Background: an optimization exercise with open tools, aiming at small area. Do not read the settings as production practice.
The RTL was checked by simulation tests, not by an equivalence proof against the original design.
No run shown here takes its clock network from TritonCTS; it comes from the design's own scripts or RTL.
The clock port is modelled as an ideal driver, which makes a skipped or thinned clock tree look cheaper than it is; a real chip needs a root buffer or a tree.
No activity file was given, so power comes from the tool's default toggle rates.

**config.mk**
```make
export PLATFORM = sky130hd
export DESIGN_NAME = digital_clock
export DESIGN_NICKNAME = digital_clock
export VERILOG_FILES = /design/flow/design.v
export SDC_FILE = /design/flow/constraint.sdc
export NUM_CORES = 4
export LEC_CHECK = 0
export CAP_MARGIN = 20
export CORE_MARGIN = 2
export CORE_UTILIZATION = 60
export PLACE_DENSITY = 0.75
export SLEW_MARGIN = 20
```
**constraint.sdc**
```tcl
create_clock -name core_clock -period 10.0 [get_ports {clk}]
set_input_delay 2.0000 -clock core_clock [delete_from_list [all_inputs] [get_ports {clk}]]
set_output_delay 2.0000 -clock core_clock [all_outputs]
set_load 0.01 [all_outputs]
```
**design.v**
```verilog
`timescale 1ns / 1ps
module digital_clock(
    input clk,
    input reset,
    input direction,
    input shift_enable,
    input min_test_enable,
    input hr_test_enable,
    output [7:0] dig,
    output [7:0] ssd
    );
    reg [3:0] div_s_q;
    wire [3:0] div_s = div_s_q ^ 4'd0;
    wire [3:0] div_s_n;
    reg [2:0] div_r_q;
    wire [2:0] div_r = div_r_q ^ 3'd0;
    wire [2:0] div_r_n;
    reg [4:0] div_sec_q;
    wire [4:0] div_sec = div_sec_q ^ 5'd0;
    wire [4:0] div_sec_n;
    reg [0:0] clk_sec_q;
    wire [0:0] clk_sec = clk_sec_q ^ 1'd0;
    wire [0:0] clk_sec_n;
    reg [3:0] s0_q;
    wire [3:0] s0 = s0_q ^ 4'd0;
    wire [3:0] s0_n;
    reg [2:0] s1_q;
    wire [2:0] s1 = s1_q ^ 3'd0;
    wire [2:0] s1_n;
    reg [3:0] m0_q;
    wire [3:0] m0 = m0_q ^ 4'd0;
    wire [3:0] m0_n;
    reg [2:0] m1_q;
    wire [2:0] m1 = m1_q ^ 3'd0;
    wire [2:0] m1_n;
    reg [3:0] h0_q;
    wire [3:0] h0 = h0_q ^ 4'd0;
    wire [3:0] h0_n;
    reg [1:0] h1_q;
    wire [1:0] h1 = h1_q ^ 2'd0;
    wire [1:0] h1_n;
    reg [3:0] d0_q;
    wire [3:0] d0 = d0_q ^ 4'd0;
    wire [3:0] d0_n;
    reg [1:0] d1_q;
    wire [1:0] d1 = d1_q ^ 2'd0;
    wire [1:0] d1_n;
    reg [3:0] mo_q;
    wire [3:0] mo = mo_q ^ 4'd0;
    wire [3:0] mo_n;
    reg [4:0] off_q;
    wire [4:0] off = off_q ^ 5'd0;
    wire [4:0] off_n;
    reg [2:0] pos_q;
    wire [2:0] pos = pos_q ^ 3'd0;
    wire [2:0] pos_n;
    wire tick_s = div_s[3] & div_s[1];
    assign div_s_n = {div_s[2:0], div_s[3] ? div_s[2] : ~div_s[2] & ~(div_s[1] & div_s[0])};
    wire tick_r = div_r[2];
    assign div_r_n = {div_r[1] & ~div_r[0], div_r[0], ~div_r[2] & ~div_r[1]};
    wire sec_bit = min_test_enable ? div_sec[2] : hr_test_enable ? div_sec[0] : div_sec[4];
    wire sec_wrap = min_test_enable ? (div_sec[4] | div_sec[3] | (div_sec[2] & div_sec[1])) :
                    hr_test_enable ? (|div_sec) : (div_sec[4] & div_sec[3]);
    wire tick_sec = sec_bit & ~clk_sec;
    assign div_sec_n = sec_wrap ? 5'd0 : div_sec + 5'd1;
    assign clk_sec_n = sec_bit;
    wire s0_9 = s0[3] & s0[0];
    wire s1_5 = s1[2] & s1[0];
    wire m0_9 = m0[3] & m0[0];
    wire m1_5 = m1[2] & m1[0];
    wire h0_9 = h0[3] & h0[0];
    wire h_23 = h1[1] & h0[1] & h0[0];
    wire d0_9 = d0[3] & d0[0];
    wire d_30 = d1[1] & d1[0];
    wire c_s0 = tick_sec & s0_9;
    wire c_s1 = c_s0 & s1_5;
    wire c_m0 = c_s1 & m0_9;
    wire c_m1 = c_m0 & m1_5;
    wire c_d  = c_m1 & h_23;
    assign s0_n = tick_sec ? (s0_9 ? 4'd0 : s0 + 4'd1) : s0;
    assign s1_n = c_s0 ? (s1_5 ? 3'd0 : s1 + 3'd1) : s1;
    assign m0_n = c_s1 ? (m0_9 ? 4'd0 : m0 + 4'd1) : m0;
    assign m1_n = c_m0 ? (m1_5 ? 3'd0 : m1 + 3'd1) : m1;
    assign h0_n = c_m1 ? ((h0_9 | h_23) ? 4'd0 : h0 + 4'd1) : h0;
    assign h1_n = (c_m1 & (h_23 | h0_9)) ? (h_23 ? 2'd0 : h1 + 2'd1) : h1;
    assign d0_n = c_d ? ((d_30 | d0_9) ? 4'd0 : d0 + 4'd1) : d0;
    assign d1_n = c_d ? (d_30 ? 2'd0 : d0_9 ? d1 + 2'd1 : d1) : d1;
    assign mo_n = (c_d & d_30) ? mo + 4'd1 : mo;
    wire sh = tick_s & shift_enable;
    assign off_n = ~sh ? off :
                   direction ? ((off[4] & off[1] & off[0]) ? 5'd0 : off + 5'd1) :
                               ((off == 5'd0) ? 5'd19 : off - 5'd1);
    assign pos_n = tick_r ? pos + 3'd1 : pos;
    always @(posedge clk) begin
        div_s_q <= reset ? 4'd0 : div_s_n ^ 4'd0;
        div_r_q <= reset ? 3'd0 : div_r_n ^ 3'd0;
        div_sec_q <= reset ? 5'd0 : div_sec_n ^ 5'd0;
        clk_sec_q <= clk_sec_n ^ 1'd0;
        s0_q <= reset ? 4'd0 : s0_n ^ 4'd0;
        s1_q <= reset ? 3'd0 : s1_n ^ 3'd0;
        m0_q <= reset ? 4'd0 : m0_n ^ 4'd0;
        m1_q <= reset ? 3'd0 : m1_n ^ 3'd0;
        h0_q <= reset ? 4'd0 : h0_n ^ 4'd0;
        h1_q <= reset ? 2'd0 : h1_n ^ 2'd0;
        d0_q <= reset ? 4'd5 : d0_n ^ 4'd0;
        d1_q <= reset ? 2'd2 : d1_n ^ 2'd0;
        mo_q <= reset ? 4'd4 : mo_n ^ 4'd0;
        off_q <= reset ? 5'd1 : off_n ^ 5'd0;
        pos_q <= reset ? 3'd0 : pos_n ^ 3'd0;
    end
    wire [4:0] t = off + {2'b00, pos};
    reg [3:0] c;
    always @(*) begin
        case (t)
            5'd0: c = 4'd11;
            5'd1: c = 4'd2;
            5'd2: c = 4'd0;
            5'd3: c = 4'd2;
            5'd4: c = 4'd4;
            5'd5: c = 4'd10;
            5'd6: c = 4'd0;
            5'd7: c = mo;
            5'd8: c = 4'd10;
            5'd9: c = {2'b00, d1};
            5'd10: c = d0;
            5'd11: c = 4'd10;
            5'd12: c = {2'b00, h1};
            5'd13: c = h0;
            5'd14: c = 4'd10;
            5'd15: c = {1'b0, m1};
            5'd16: c = m0;
            5'd17: c = 4'd10;
            5'd18: c = {1'b0, s1};
            5'd19: c = s0;
            5'd20: c = 4'd11;
            5'd21: c = 4'd2;
            5'd22: c = 4'd0;
            5'd23: c = 4'd2;
            5'd24: c = 4'd4;
            5'd25: c = 4'd10;
            5'd26: c = 4'd0;
            default: c = 4'bxxxx;
        endcase
    end
    reg [6:0] seg;
    always @(*) begin
        case (c)
            4'd0: seg = 7'b0000001;
            4'd1: seg = 7'b1001111;
            4'd2: seg = 7'b0010010;
            4'd3: seg = 7'b0000110;
            4'd4: seg = 7'b1001100;
            4'd5: seg = 7'b0100100;
            4'd6: seg = 7'b0100000;
            4'd7: seg = 7'b0001111;
            4'd8: seg = 7'b0000000;
            4'd9: seg = 7'b0000100;
            4'd10: seg = 7'b1111110;
            default: seg = 7'b1111111;
        endcase
    end
    assign ssd = {seg, 1'b1};
    assign dig = ~(8'b1000_0000 >> pos);
endmodule
```
**flow/run.sh**
```bash
#!/bin/bash
# Own layout flow: the standard ORFS flow (standard.sh), with
#  - synthesis mapped for area (flow/synth.tcl): no adder-cell extraction, and the final ABC
#    mapping tried several ways (amap alone, and ABC's deepsyn and a mapping for each seed:map
#    pair in MY_ABC_TRIES), keeping the smallest; the registers come from
#    the same dfflibmap step as the standard synthesis,
#  - the smallest buffer (buf_1) for the port buffers,
set -euo pipefail
W=$(pwd)
export MY_ABC_TRIES="$(for s in $(seq 0 69); do printf '%s:0 ' $s; done; for s in $(seq 0 29); do printf '%s:1 ' $s; done)"
export MY_ABC_MAPS="amap,amap -F 50 -A 50"
export MY_ABC_DEEPSYN_J=200
export MY_CLK_CELLS="sky130_fd_sc_hd__buf_4 sky130_fd_sc_hd__buf_6 sky130_fd_sc_hd__buf_8 sky130_fd_sc_hd__buf_12 sky130_fd_sc_hd__clkbuf_16 sky130_fd_sc_hd__buf_16"
export MY_CLK_SLEW_NS=0.115
export MY_CLK_PORT=clk
bash standard.sh \
  SYNTH_SCRIPT=$W/flow/synth.tcl \
  BUFFER_PORTS_ARGS="-buffer_cell sky130_fd_sc_hd__buf_1" \
  PRE_CTS_TCL=$W/flow/cts_hook.tcl \
  finish > $W/flow_make.log 2>&1
```
**flow/cts_hook.tcl**
```tcl

proc my_clk_kmeans {pins k} {
  set n [llength $pins]
  set sorted [lsort -integer -index 1 $pins]
  set cent {}
  for {set g 0} {$g < $k} {incr g} {
    set p [lindex $sorted [expr {int(($g + 0.5) * $n / $k)}]]
    lappend cent [list [lindex $p 1] [lindex $p 2]]
  }
  set assign {}
  for {set iter 0} {$iter < 100} {incr iter} {
    set assign {}
    foreach p $pins {
      set best 0
      set bd -1
      for {set g 0} {$g < $k} {incr g} {
        set d [expr {abs([lindex $p 1] - [lindex $cent $g 0]) + abs([lindex $p 2] - [lindex $cent $g 1])}]
        if {$bd < 0 || $d < $bd} { set bd $d; set best $g }
      }
      lappend assign $best
    }
    set newc {}
    for {set g 0} {$g < $k} {incr g} {
      set sx 0; set sy 0; set c 0
      foreach p $pins a $assign {
        if {$a == $g} { incr sx [lindex $p 1]; incr sy [lindex $p 2]; incr c }
      }
      if {$c > 0} {
        lappend newc [list [expr {$sx / $c}] [expr {$sy / $c}]]
      } else {
        lappend newc [lindex $cent $g]
      }
    }
    if {$newc eq $cent} break
    set cent $newc
  }
  return [list $assign $cent]
}

proc my_clk_build {block clknet pins k master} {
  lassign [my_clk_kmeans $pins $k] assign cent
  set insts {}
  set nets {}
  for {set g 0} {$g < $k} {incr g} {
    set inst [odb::dbInst_create $block $master clkbuf_$g]
    set net [odb::dbNet_create $block clknet_$g]
    $net setSigType CLOCK
    foreach p $pins a $assign {
      if {$a == $g} {
        set it [lindex $p 0]
        $it disconnect
        $it connect $net
      }
    }
    [$inst findITerm A] connect $clknet
    [$inst findITerm X] connect $net
    $inst setLocation [lindex $cent $g 0] [lindex $cent $g 1]
    $inst setPlacementStatus PLACED
    lappend insts $inst
    lappend nets $net
  }
  return [list $insts $nets $assign]
}

proc my_clk_undo {clknet pins insts nets} {
  foreach p $pins {
    set it [lindex $p 0]
    $it disconnect
    $it connect $clknet
  }
  foreach inst $insts { odb::dbInst_destroy $inst }
  foreach net $nets { odb::dbNet_destroy $net }
}

proc my_clk_worst {net} {
  estimate_parasitics -placement
  set worst 0.0
  foreach pin [get_pins -of_objects [get_nets [$net getName]]] {
    set s [get_property $pin slew_max]
    if {$s > $worst} { set worst $s }
  }
  return $worst
}

proc clock_tree_synthesis {args} {
  set db [ord::get_db]
  set block [ord::get_db_block]
  set clknet [$block findNet $::env(MY_CLK_PORT)]
  set pins {}
  foreach it [$clknet getITerms] {
    set loc [[$it getInst] getLocation]
    lappend pins [list $it [lindex $loc 0] [lindex $loc 1]]
  }
  set limit $::env(MY_CLK_SLEW_NS)
  set masters {}
  foreach c $::env(MY_CLK_CELLS) { lappend masters [$db findMaster $c] }
  set nm [llength $masters]
  set_propagated_clock [all_clocks]
  set best_area -1
  set best {}
  for {set k 1} {$k <= 4} {incr k} {
    lassign [my_clk_build $block $clknet $pins $k [lindex $masters 0]] insts nets assign
    set area 0
    set cells {}
    set ok 1
    foreach inst $insts net $nets {
      for {set m 0} {$m < $nm} {incr m} {
        set master [lindex $masters $m]
        $inst swapMaster $master
        set w [my_clk_worst $net]
        if {$w <= $limit} break
      }
      if {$w > $limit} { set ok 0 }
      set area [expr {$area + [$master getWidth] * [$master getHeight]}]
      lappend cells [$master getName]
      puts "clock_tree_synthesis (own flow): k $k, [$net getName]: [$master getName], slew $w"
    }
    my_clk_undo $clknet $pins $insts $nets
    if {$ok && ($best_area < 0 || $area < $best_area)} {
      set best_area $area
      set best [list $k $cells]
    }
  }
  if {$best_area < 0} {
    error "clock_tree_synthesis (own flow): no option meets the clock slew limit"
  }
  lassign $best k cells
  lassign [my_clk_build $block $clknet $pins $k [lindex $masters 0]] insts nets assign
  foreach inst $insts net $nets cell $cells {
    $inst swapMaster [$db findMaster $cell]
    set c [llength [$net getITerms]]
    puts "clock_tree_synthesis (own flow): kept [$net getName]: $cell, [expr {$c - 1}] clock pins, slew [my_clk_worst $net]"
  }
}
```
**flow/synth.tcl**
```tcl
# The standard synthesis script (synth_recipe.tcl), with two changes to the cell mapping:
#  - no half/full adder extraction (the adder cells are larger than plain gates here),
#  - the final ABC mapping is tried several ways and the smallest result (by Yosys's cell area)
#    is kept: a plain "dch; amap" mapping, and ABC's &deepsyn AIG optimisation followed by a
#    mapping command, for each "seed:map" pair in MY_ABC_TRIES (map indexes the comma-separated
#    MY_ABC_MAPS). The tries run in parallel, NUM_CORES at a time, each in its own Yosys
#    process on a copy of the design; every try is deterministic, so the flow always gives
#    the same netlist.
# The registers come from the same dfflibmap step as the standard synthesis; ABC does not
# touch them.
proc synth {args} { yosys synth -nofsm -noshare {*}$args }
proc extract_fa {args} { }
proc my_cell_area {tag} {
  set f [file join $::env(OBJECTS_DIR) abc_try_$tag.txt]
  yosys tee -q -o $f stat -liberty [lindex $::env(LIB_FILES) 0]
  set fh [open $f r]
  set txt [read $fh]
  close $fh
  if {[regexp {Chip area for module[^:]*:\s*([0-9.]+)} $txt -> a]} { return $a }
  return 1e18
}
proc my_abc_script {tag lines} {
  set f [file join $::env(OBJECTS_DIR) abc_$tag.abc]
  set fh [open $f w]
  puts $fh [join $lines "\n"]
  close $fh
  return $f
}
proc abc {args} {
  set out {}
  set skip 0
  foreach a $args {
    if {$skip} { set skip 0; continue }
    if {$a eq "-script" || $a eq "-D" || $a eq "-constr"} { set skip 1; continue }
    lappend out $a
  }
  set scripts [list [my_abc_script plain {strash "dch -f" amap topo}]]
  set maps [split $::env(MY_ABC_MAPS) ","]
  foreach try $::env(MY_ABC_TRIES) {
    lassign [split $try :] s m
    lappend scripts [my_abc_script deep_s${s}_m$m [list strash "&get -n" "&deepsyn -J $::env(MY_ABC_DEEPSYN_J) -S $s" "&put" "dch -f" [lindex $maps $m] topo]]
  }
  # Each try runs in its own Yosys process on a copy of the design (NUM_CORES at a time) and
  # reports its area; the best try is then run again here (every try is deterministic).
  set dir [file join $::env(OBJECTS_DIR) abc_tries]
  file mkdir $dir
  yosys design -save my_pre_abc
  yosys write_rtlil [file join $dir pre_abc.il]
  set lib [lindex $::env(LIB_FILES) 0]
  set jobs [open [file join $dir jobs.txt] w]
  set i 0
  foreach s $scripts {
    set ys [file join $dir try_$i.ys]
    set fh [open $ys w]
    puts $fh "read_rtlil [file join $dir pre_abc.il]"
    puts $fh "abc -script $s $out"
    puts $fh "opt_clean"
    puts $fh "tee -q -o [file join $dir area_$i.txt] stat -liberty $lib"
    close $fh
    puts $jobs $ys
    incr i
  }
  close $jobs
  if {[info exists ::env(YOSYS_EXE)] && [file executable $::env(YOSYS_EXE)]} {
    set yosys_bin $::env(YOSYS_EXE)
  } else {
    set yosys_bin [info nameofexecutable]
  }
  exec bash -c "xargs -P $::env(NUM_CORES) -I @ $yosys_bin -q -l @.log -s @ < [file join $dir jobs.txt] > [file join $dir xargs.log] 2>&1 || true"
  set best 1e18
  set best_i 0
  for {set i 0} {$i < [llength $scripts]} {incr i} {
    set a 1e18
    set f [file join $dir area_$i.txt]
    if {[file exists $f]} {
      set fh [open $f r]
      set txt [read $fh]
      close $fh
      regexp {Chip area for module[^:]*:\s*([0-9.]+)} $txt -> a
    }
    puts "ABC script [file tail [lindex $scripts $i]]: area $a"
    if {$a < $best} { set best $a; set best_i $i }
  }
  yosys abc -script [lindex $scripts $best_i] {*}$out
  yosys opt_clean
  set best [my_cell_area kept]
  puts "ABC: kept area $best"
}
source $::env(SCRIPTS_DIR)/synth.tcl
# left out here: clear keep_hierarchy, flatten, clean up, hide names made inside functions, write 1_2_yosys.v
```
**standard.sh**
```bash
#!/bin/bash
# synth_recipe.tcl (not shown) runs the flow's synth.tcl, then flattens the netlist and writes it again
# the make line also repeats each setting of config.mk as NAME=value (left out here)
make -C /OpenROAD-flow-scripts/flow DESIGN_CONFIG=/design/flow/config.mk WORK_HOME=/design/flow/orfs CLKGATE_MAP_FILE= SYNTH_SCRIPT=/design/flow/synth_recipe.tcl "${@:-finish}"
```
==> results of run 1 <==
[cell usage in the layout (no fill, tap or decap), types with 7 or more instances in the layout]
cell type	instances
and3_1	7
nor2b_1	7
o21ai_0	34
dfxtp_1	51
nand2_1	22
nor3_1	26
buf_1	20
nor2_1	44
clkinv_1	46
a21oi_1	18
nand3_1	11
[power by group]
group / internal [mW] / switching (mW)
logic: 0.00745 / 0.0143
registers: 0.207 / 0.00307
clock network: 0.0276 / 0.0492
[worst register-to-register path: cells and delay by family (launching register included)]
family,cells,cell delay (ns)
buf+inv,2,0.25
compound gates,3,0.30
simple gates,15,2.94
flops,1,0.40
[layer usage]
metal	track usage (%)	wire (µm)
met4	1.79	40
met5	0	0
met3	1.52	257
met1	34.7	2560
met2	37.7	2060
[final timing paths]
check	end	start	slack, ns
worst max-delay path	ssd[6]	pos_q[1]$_SDFFE_PP0P_	3.59
worst min-delay path	div_r_q[1]$_SDFF_PP0_	div_r_q[0]$_SDFF_PP0_	0.42
worst max register to register	mo_q[3]$_SDFFE_PP0P_	div_sec_q[0]$_SDFF_PP0_	6.05
worst min register to register	div_r_q[1]$_SDFF_PP0_	div_r_q[0]$_SDFF_PP0_	0.42
[cell type report]
class / count / area (µm²) / area share, %
well taps: 48 / 60.1 / 2.35
multi-input cells: 221 / 1180 / 46.2
inverters: 46 / 173 / 6.76
repair buffers: 21 / 82.6 / 3.23
plain buffers: 3 / 37.5 / 1.47
flip-flops and latches: 51 / 1020 / 40.0
[sequential cells by signal (all words and copies together) (netlist names)]
name,flops
div_sec_q,5
off_q,5
d0_q,4
div_s_q,4
h0_q,4
m0_q,4
mo_q,4
s0_q,4
div_r_q,3
m1_q,3
pos_q,3
s1_q,3
d1_q,2
h1_q,2
clk_sec_q,1
[kinds of logic after synthesis]
family	after synthesis	share of synthesized area, %
AOI/OAI and AO/OA	93	24.9
buffers and inverters	47	7.56
DFF	51	42.9
other	1	0.157
and+or+nand+nor	127	24.5
==> out/summary.txt, run 1 <==
status = finished clean
leak pwr = 0.840 nW
EDFF count, synth = 0
Initial Utilization = 63.6%
Area Growth Syn to Fin = 7.25%
hold crit path type = reg -> reg
Final Core Density = 68.2%
drt first pass iters = 5
Final Hold Vio Count = 0
number of global-route vias before repair = 1856
DRT antenna net count = 0
Seq/Total Area, Yosys = 42.9%
Final #Nets = 350
clock latency (worst-skew pair) = 0.13 ns
Fmax = 0.156 GHz
port buffer count = 20
Crit. End Element = primary output
Setup Buffers After CTS = 0
cell count along the critical path = 16
top-area cell type share of the netlist area = 42.9%
vias = 2236
Final Max Tran Viols = 0
synth warn = 1
CP top delay family = compound AO/OA/AOI/OAI gates
critical path arrival = 4.41 ns
# IOs = 22
kind of critical path = reg -> out
RSZ-0062 raised after global routing = false
Worst Setup Start Kind = flip-flop
hold-fix buffer count after cts = 0
Die H = 67.0 µm
Reg clk slew, reported paths = 0.10 ns
Netlist cell types = 32
Syn Inst Count = 319
first-pass GRT wire length = 8390 µm
initial antenna violation count = 0
fin cells = 390
most used cell, CP = o21ai_0
Seq cells post-synth = 51
Placement Cell Area = 0.00252 mm²
slowest stage delay, CP = 0.75 ns
Setup WS pre-CTS = 3.81 ns
detailed-route DRC error count = 0
Final Skew = 0.00741 ns
syn_area_per_cell = 7.47 µm²
GPL Wtd Cong = 0.863
most common cell in the synthesized netlist = dfxtp_1
CP required = 8.00 ns
crit path cell chain = clkinv_1 -> o21ai_0 -> o21ai_0 -> a21oi_1 -> nor2_1 -> o32ai_1 -> nor2_1 -> a222oi_1 -> o221ai_1 -> clkinv_1 -> nand2_1 -> or2_0 -> o211ai_1 -> nand2b_1 -> o21ai_0 -> buf_1
placed cells = 387
top post-synthesis cells by count = 51 x dfxtp_1, 46 x clkinv_1, 44 x nor2_1
ANT cells = 0
worst r2r path cells = 20
largest net degree at the start of global routing = 31
Core ar. = 0.00374 mm²
total track usage = 23.1%
Rel. slew slack = 44.4%
HPWL Detailed = 3690 µm
area of the die = 0.00449 mm²
max_cap viols = 0
post-route cell area = 0.00255 mm²
Worst path slowest cell = o32ai_1
die width = 67.0 µm
total power = 0.309 mW
Post-Synthesis Cell Area = 0.00238 mm²
leading register cell type out of synthesis = dfxtp_1
fin worst setup slack = 3.59 ns
Starting DRT DRC Count = 106
final setup fails = 0
async set-or-reset flop fraction in the synthesized netlist = 0%
global route overflow = 0
CP max FO = 11
row count = 22
period utilization = 64.1%
routed vias/inst = 5.73
min Tclk post-route = 6.41 ns
Setup TNS Final = 0 ns
cell accounting for the most synthesized area = dfxtp_1
WL/cell = 12.6 µm
CTS resizes = 0
Pwr per Cell Area = 121 mW/mm²
filler instances = 324
syn nets = 325
worst hold path stage count = 2
top post-synthesis cells by area = dfxtp_1 43%, clkinv_1 7.2%, o21ai_0 7.1%
maximum vdd drop = 0.0000779 V
drt total wl = 4920 µm
Hold Slack = 0.420 ns
Worst-Margin Slew = 0.832 ns
layout cell share with drive strength beyond 1 = 1.17%
Buf/Inv on CP = 3
==> inputs of run 2 (changes only) <==
--- a/flow/synth.tcl
+++ b/flow/synth.tcl
@@ -3,3 +3,3 @@
 #  - the final ABC mapping is tried several ways and the smallest result (by Yosys's cell area)
-#    is kept: a plain "dch; amap" mapping, and ABC's &deepsyn AIG optimisation followed by a
+#    (after the tie-cell and pass-through buffer steps that follow it) is kept: a plain "dch; amap" mapping, and ABC's &deepsyn AIG optimisation followed by a
 #    mapping command, for each "seed:map" pair in MY_ABC_TRIES (map indexes the comma-separated
@@ -57,2 +57,9 @@
     puts $fh "opt_clean"
+    # the steps ORFS's synthesis runs after the mapping, so the area compared is the final one
+    puts $fh "splitnets"
+    puts $fh "opt_clean -purge"
+    puts $fh "hilomap -singleton -hicell $::env(TIEHI_CELL_AND_PORT) -locell $::env(TIELO_CELL_AND_PORT)"
+    if {$::env(SYNTH_INSBUF)} {
+      puts $fh "insbuf -buf $::env(MIN_BUF_CELL_AND_PORTS)"
+    }
     puts $fh "tee -q -o [file join $dir area_$i.txt] stat -liberty $lib"
==> out/summary.txt, run 2 <==
worst setup path startpoint = pos_q[1]$_SDFFE_PP0P_ (unchanged)
total track usage = 23.1% (unchanged)
Critical Path End = ssd[6] (unchanged)
Final Skew = 0.00741 ns (unchanged)
Seq/Total Area, Yosys = 42.9% (unchanged)
number of global-route vias before repair = 1856 (unchanged)
top-area cell type share of the netlist area = 42.9% (unchanged)
initial antenna violation count = 0 (unchanged)
leak pwr = 0.840 nW (unchanged)
maximum vdd drop = 0.0000779 V (unchanged)
Final Max Tran Viols = 0 (unchanged)
clock latency (worst-skew pair) = 0.13 ns (about the same)
Final Core Density = 68.2% (unchanged)
top post-synthesis cells by count = 51 x dfxtp_1, 46 x clkinv_1, 44 x nor2_1 (unchanged)
fin cells = 390 (unchanged)
Seq cells post-synth = 51 (unchanged)
hold-fix buffer count after cts = 0 (unchanged)
Worst Setup Start Kind = flip-flop (unchanged)
Syn Inst Count = 319 (unchanged)
# IOs = 22 (unchanged)
commonest cells after routing, fill and taps aside = 51 x dfxtp_1, 46 x clkinv_1, 44 x nor2_1 (unchanged)
Adder-Cell Fraction of Synth Area = 0% (unchanged)
syn_area_per_cell = 7.47 µm² (unchanged)
Fmax = 0.156 GHz (unchanged)
drt total wl = 4920 µm (unchanged)
CTS resizes = 0 (unchanged)
drt first pass iters = 5 (unchanged)
Rel. slew slack = 44.4% (unchanged)
ANT cells = 0 (unchanged)
max_cap viols = 0 (unchanged)
total power = 0.309 mW (unchanged)
Placement Cell Area = 0.00252 mm² (unchanged)
top post-synthesis cells by area = dfxtp_1 43%, clkinv_1 7.2%, o21ai_0 7.1% (unchanged)
Final Hold Vio Count = 0 (unchanged)
post-synthesis compound-gate area fraction = 24.9% (unchanged)
critical path arrival = 4.41 ns (about the same)
vias = 2236 (unchanged)
WL/cell = 12.6 µm (unchanged)
row count = 22 (unchanged)
Area Growth Syn to Fin = 7.25% (unchanged)
post-synthesis mux area share = 0% (unchanged)
Die H = 67.0 µm (unchanged)
EDFF count, synth = 0 (unchanged)
Setup WS pre-CTS = 3.81 ns (unchanged)
Setup Buffers After CTS = 0 (unchanged)
first-pass GRT wire length = 8390 µm (unchanged)
area of the die = 0.00449 mm² (unchanged)
main combinational cell family by area after synthesis = compound AO/OA/AOI/OAI gates (unchanged)
Hold Slack = 0.420 ns (unchanged)
most common cell after layout, fill and taps aside = dfxtp_1 (unchanged)
Crit. End Element = primary output (unchanged)
reg2reg start = div_sec_q[0]$_SDFF_PP0_ (unchanged)
syn nets = 325 (unchanged)
kind of critical path = reg -> out (unchanged)
routed vias/inst = 5.73 (unchanged)
Netlist cell types = 32 (unchanged)
CP required = 8.00 ns (about the same)
cell accounting for the most synthesized area = dfxtp_1 (unchanged)
Setup TNS Final = 0 ns (unchanged)
CP max FO = 11 (unchanged)
post-route cell area = 0.00255 mm² (unchanged)
r2r endpoint = mo_q[3]$_SDFFE_PP0P_ (unchanged)
Initial Utilization = 63.6% (unchanged)
hold crit path type = reg -> reg (unchanged)
DRT antenna net count = 0 (unchanged)
detailed-route DRC error count = 0 (unchanged)
post-synthesis simple-gate area fraction = 24.5% (unchanged)
period utilization = 64.1% (unchanged)
fin worst setup slack = 3.59 ns (unchanged)
placed cells = 387 (unchanged)
worst r2r path cells = 20 (unchanged)
die width = 67.0 µm (unchanged)
Final #Nets = 350 (unchanged)
async set-or-reset flop fraction in the synthesized netlist = 0% (unchanged)
most common cell in the synthesized netlist = dfxtp_1 (unchanged)
GPL Wtd Cong = 0.863 (unchanged)
Worst-Margin Slew = 0.832 ns (unchanged)
synth warn = 1 (unchanged)
Reg clk slew, reported paths = 0.10 ns (about the same)
Pwr per Cell Area = 121 mW/mm² (unchanged)
global route overflow = 0 (unchanged)
HPWL Detailed = 3690 µm (unchanged)
largest net degree at the start of global routing = 31 (unchanged)
biggest regs = div_sec_q: 5 flops, off_q: 5 flops (unchanged)
Starting DRT DRC Count = 106 (unchanged)
Synth Area in XOR/XNOR = 0% (unchanged)
RSZ-0062 raised after global routing = false (unchanged)
port buffer count = 20 (unchanged)
leading register cell type out of synthesis = dfxtp_1 (unchanged)
Reg2Reg Setup Slack = 6.05 ns (about the same)
final setup fails = 0 (unchanged)
layout cell share with drive strength beyond 1 = 1.17% (unchanged)
Post-Synthesis Cell Area = 0.00238 mm² (unchanged)
min Tclk post-route = 6.41 ns (unchanged)
status = finished clean (unchanged)
Core ar. = 0.00374 mm² (unchanged)
## run 2: area by class of cell
class                           instances  area (µm²)
Buffer                                  3        37.5
Tap cell                               48        60.1
Timing Repair Buffer                   21        82.6
Inverter                               46         173
Multi-Input combinational cell        221        1180
Sequential cell                        51        1020
Fill cell                             324        1190
## run 2: metal layers
metal	up-vias	GRT usage, %	wire [µm]
li1	1188	-	-
met1	998	34.7	2560
met2	47	37.7	2060
met3	3	1.52	257
met4	0	1.79	40
met5	-	0	0
## run 2: how the worst min path moves through the flow
stage	from	endpoint	cells after the start
2_1_floorplan	div_r_q[1]$_SDFF_PP0_	div_r_q[0]$_SDFF_PP0_	1
3_3_place_gp	div_r_q[1]$_SDFF_PP0_	div_r_q[0]$_SDFF_PP0_	1
3_5_place_dp	div_r_q[0]$_SDFF_PP0_	div_r_q[1]$_SDFF_PP0_	2
4_1_cts	div_r_q[0]$_SDFF_PP0_	div_r_q[1]$_SDFF_PP0_	2
5_1_grt	div_r_q[0]$_SDFF_PP0_	div_r_q[1]$_SDFF_PP0_	2
6_report	div_r_q[0]$_SDFF_PP0_	div_r_q[1]$_SDFF_PP0_	2
## run 2: power breakdown
part | internal (mW) | switching, mW | total, mW
clock | 0.0276 | 0.0492 | 0.0769
combinational | 0.00745 | 0.0143 | 0.0218
sequential | 0.207 | 0.00307 | 0.210
## run 2: worst max-delay path: stages, from the launching register on
cell and delay [ns]:
dfxtp_1 0.46, clkinv_1 0.22, o21ai_0 0.19, o21ai_0 0.15
a21oi_1 0.66, nor2_1 0.11, o32ai_1 0.75, nor2_1 0.12
a222oi_1 0.34, o221ai_1 0.26, clkinv_1 0.11, nand2_1 0.08
or2_0 0.28, o211ai_1 0.20, nand2b_1 0.14, o21ai_0 0.08
buf_1 0.13
## run 2: cells by family after synthesis
| family | Yosys count |
|---|---|
| AND/OR/NAND/NOR | 127 |
| AO/OA/AOI/OAI | 93 |
| other | 1 |
| flip-flops | 51 |
| buffers and inverters | 47 |

-- what the ideal ports hide --
Ports are ideal in the flow. The routed layouts listed here were re-timed in OpenROAD.
Step 1 assumes that a clkbuf_16 drives the clock port and a buf_2 every other input.
Step 2 times the ports against the registers' clock, not the clock port: input delays grow and output delays shrink by t, the midpoint of the rising clock arrivals with the driver on.
Slacks: ideal / step 1 / step 2; pairs: ideal / step 1.
run	t, ns	setup slack, ns	hold slack, ns	clock arrival spread, ns
run 1	0.180	3.594 / 3.540 / 3.721	0.420 / 0.420 / 0.420	0.008 / 0.007
run 2	0.180	3.594 / 3.540 / 3.721	0.420 / 0.420 / 0.420	0.008 / 0.007
After both steps every run listed still meets setup and hold.
